Background: an optimization exercise with open tools, aiming at small area, a short achievable clock period and few clock cycles per item. Do not read the settings as production practice. In this exercise RTL edits were held to simulation tests only and were not proved equivalent to the original.

==> exp/onyx <==
==> flow/design.v (excerpt) <==
module dnn_relu_fix12
     (input     logic                       clk,
      input     logic                       rst,
      input     logic                       start,
      input     logic                       reset,
      input     logic   signed      [11:0]  mem_data,
      output    logic   unsigned    [15:0]  mem_addr,
      output    logic                       done,
      output    logic               [119:0] out);
    localparam logic [15:0] BASE_W2 = 16'd10426;
    localparam logic [2:0] M_IDLE  = 3'd0,
                           M_L1A   = 3'd1,
                           M_L1W   = 3'd2,
                           M_BIAS  = 3'd3,
                           M_L2    = 3'd4,
                           M_FLUSH = 3'd5,
                           M_DONE  = 3'd6;
    function automatic logic signed [11:0] f_add(input logic signed [11:0] a,
                                                 input logic signed [11:0] b);
        logic signed [12:0] s;
        s = a + b;
        if (s < -13'sd2047)     f_add = -12'sd2047;
        else if (s > 13'sd2047) f_add = 12'sd2047;
        else                    f_add = s[11:0];
    endfunction
    function automatic logic [11:0] f_hid(input logic [11:0] v);
        if (v[11])              f_hid = 12'd0;
        else if (v[10] | v[9])  f_hid = 12'd1023;
        else                    f_hid = {v[10:0], 1'b0};
    endfunction
    function automatic logic [11:0] f_out(input logic [11:0] v);
        if (v[11])              f_out = 12'd0;
        else if (v[10:7] != 0)  f_out = 12'd2047;
        else                    f_out = {v[7:0], 4'b0};
    endfunction
  ...
==> flow/config.mk <==
export PLATFORM = sky130hd
export DESIGN_NAME = dnn_relu_fix12
export DESIGN_NICKNAME = dnn_relu_fix12
export VERILOG_FILES = /design/flow/design.v
export SDC_FILE = /design/flow/constraint.sdc
export NUM_CORES = 4
export LEC_CHECK = 0
export CAP_MARGIN = 20
export CORE_MARGIN = 2
export CORE_UTILIZATION = 70
export CTS_CLUSTER_DIAMETER = 100
export CTS_CLUSTER_SIZE = 24
export SLEW_MARGIN = 20
==> flow/constraint.sdc <==
create_clock -name core_clock -period 14.0 [get_ports {clk}]
set_input_delay 2.8000 -clock core_clock [delete_from_list [all_inputs] [get_ports {clk}]]
set_output_delay 2.8000 -clock core_clock [all_outputs]
set_load 0.01 [all_outputs]
standard.sh (not shown) runs the stock make flow with config.mk's settings and CLKGATE_MAP_FILE= SYNTH_SCRIPT=/design/flow/synth_recipe.tcl, a recipe that flattens the netlist after the stock synthesis.
==> flow/flow/run.sh <==
#!/bin/bash
set -euo pipefail
export BUFFER_PORTS_ARGS="-buffer_cell sky130_fd_sc_hd__buf_2"
export CTS_ARGS="-sink_clustering_enable -repair_clock_nets -sink_clustering_size 24 -sink_clustering_max_diameter 100 -dont_use_dummy_load"
bash standard.sh finish > flow_make.log 2>&1
==> exp/pepper: changes against exp/onyx <==
CORE_UTILIZATION = 80   (was 70)
==> impl_metrics.json <==
{
  "skew_ns": 0.0511,
  "hp-start": "ring[46]",
  "fin_ws_ns": 9.55,
  "place_inst": 2112,
  "syn2layout_area_growth_pct": 7.54,
  "rows": 59,
  "outcome": "no timing/DRC/antenna violations",
  "r2r_setup_slack_ns": 9.55
}
[end of results for exp/pepper]
==> impl_metrics.json <==
{
  "hp-start": "ring[160]",
  "r2r_setup_slack_ns": 10.30,
  "regMostFlops": "ring",
  "rr_worst_depth": 15,
  "syn2layout_area_growth_pct": 7.84,
  "fin_ws_ns": 9.98,
  "synth-simple-area-share": 0.107,
  "outcome": "no timing/DRC/antenna violations",
  "crit_family": "flip-flops",
  "place_inst": 2168,
  "rows": 63,
  "grt_overflow_total": 0
}
[end of results for exp/onyx]
Testbench counts of exp/onyx, summed over its fixed seeds: cycles 146,314, items 48.
Testbench counts of exp/pepper, summed over its fixed seeds: cycles 146,314, items 48.

---

==> run A <==
Another version of the RTL of dnn_relu_fix12 (not shown whole).
export LEC_CHECK = 0
export CAP_MARGIN = 20
export CORE_MARGIN = 2
export CORE_UTILIZATION = 70
export CTS_CLUSTER_DIAMETER = 100
export CTS_CLUSTER_SIZE = 24
export SLEW_MARGIN = 20
create_clock -name core_clock -period 14.0 [get_ports {clk}]
Scripts as last shown in full above: flow/flow/run.sh
==> run C: changes against run A <==
--- a/flow/design.v
+++ b/flow/design.v
@@ -582,10 +582,11 @@
     logic        start_q, reset_q;
     logic        wv_d, wv_m, wv_p;             
     logic        bv_d;                         
     logic        l2v_d, l2v_m, l2v_p;          
     logic        l2l_d, l2l_m, l2l_p;          
+    logic        acc_l2;                       
     logic signed [11:0] d_q;     
     logic signed [11:0] na;      
     logic signed [11:0] cur_a;   
     logic signed [11:0] p_q;     
     logic [24:0][11:0]  ring;
@@ -654,10 +655,11 @@
         l2v_m <= l2v_d;
         l2v_p <= l2v_m;
         l2l_d <= (mode == M_L2) && (ph == 5'd24);
         l2l_m <= l2l_d;
         l2l_p <= l2l_m;
+        acc_l2 <= (mode == M_L2) || (mode == M_FLUSH);
     end
     always_ff @(posedge clk) begin : CNT
         ma_q <= a_next;
         ph <= ph_inc;
         if (ph == 5'd12) clr <= 1'b0;
@@ -1091,11 +1093,11 @@
     wire [22:0] red_c = {pp143, t146, t190, t220, t218, t246, t244, t242, t240, t238, t236, t234, t232, t230, t228, t226, t224, 1'b0, 1'b0, 1'b0, 1'b0, 1'b0, 1'b0};
     logic [22:0] m_a, m_b;
     wire  [22:0] m_sum = m_a + m_b;
     wire signed [11:0] head     = ring[0];
     wire signed [11:0] head_eff = clr ? 12'sd0 : head;
-    wire signed [11:0] acc_op   = l2v_p ? {ob_s, ob[0]} : head_eff;
+    wire signed [11:0] acc_op   = acc_l2 ? {ob_s, ob[0]} : head_eff;
     wire signed [12:0] acc_raw  = {acc_op[11], acc_op} + {p_q[11], p_q};
     wire signed [11:0] acc_sat  = (acc_raw < -13'sd2047) ? -12'sd2047 :
                                   (acc_raw > 13'sd2047)  ? 12'sd2047 : acc_raw[11:0];
     wire        [10:0] ob_res   = acc_raw[12] ? 11'd0 :
                                   (acc_raw[11:7] != 5'd0) ? 11'd2047 : {acc_raw[6:0], 4'b0};
==> comparison <==
- Run C completed with no timing, DRC or antenna violations. Run A went through all stages and came out clean.
- Against run A, the flip-flop and latch count of run C is higher by 1.
- In core utilization, run C and run A hardly differ.
- Against run C, the global-route usage of run A is lower by 0.46 points.
- Of run C and run A, run A has the higher fmax (gap 1.8%, measured against run A).
- Between run C and run A, the lower clock skew is in run C (gap 0.019 ns).
==> figures <==
| quantity | run C | run A |
|---|---|---|
| Outcome | no timing/DRC/antenna violations | no timing/DRC/antenna violations |
| Die Height | 177 µm | 177 µm |
| Layout fillers | 1844 | 1841 |
| GR Layer Usage met2 | 45.8% | 45.9% |
| Achievable clock frequency | 222 MHz | 226 MHz |
| Least-Margin Pin Slew | 0.959 ns | 1.12 ns |
| Mean instance size in the synthesized netlist | 12.7 µm² | 12.7 µm² |
| Worst Setup EP | ob[7]$_DFFE_PP_ | ob[109]$_DFFE_PP_ |
| Layout cells sized above 1 | 10.9% | 10.7% |
| Number of flip-flops and latches | 563 | 562 |
| Simple-Gate Fraction of Synth Area | 10.0% | 9.86% |
| Critical Path Start | acc_l2$_DFF_P_ | l2v_p$_DFF_P_ |
Testbench counts of run A, summed over its fixed seeds: cycles 146,314, items 48.
Testbench counts of run C, summed over its fixed seeds: cycles 146,314, items 48.

[port drivers added, routing unchanged]
The flow's constraints put no driver on any port. The routed layouts listed below were extracted and timed again, unchanged, in two steps. Step 1 assumes that a clkbuf_16 drives the clock port and a buf_2 every other input. Step 2 times the ports against the registers' clock, not the clock port: input delays grow and output delays shrink by t, the midpoint of the rising clock arrivals with the driver on. a / b / c = ideal ports / drivers / drivers and shift; a / b = the first two.
| run | t, ns | slack for setup (ns) | worst setup path after step 2 | cell pins on the clock port's net |
|---|---|---|---|---|
| exp/onyx | 0.615 | 9.975 / 9.922 / 10.297 | register to register | 1 |
| exp/pepper | 0.613 | 9.548 / 9.548 / 9.548 | register to register | 1 |
| run A | 0.609 | 9.577 / 9.577 / 9.577 | register to register | 1 |
| run C | 0.613 | 9.494 / 9.494 / 9.494 | register to register | 1 |
After both steps setup and hold are still met in every run listed.
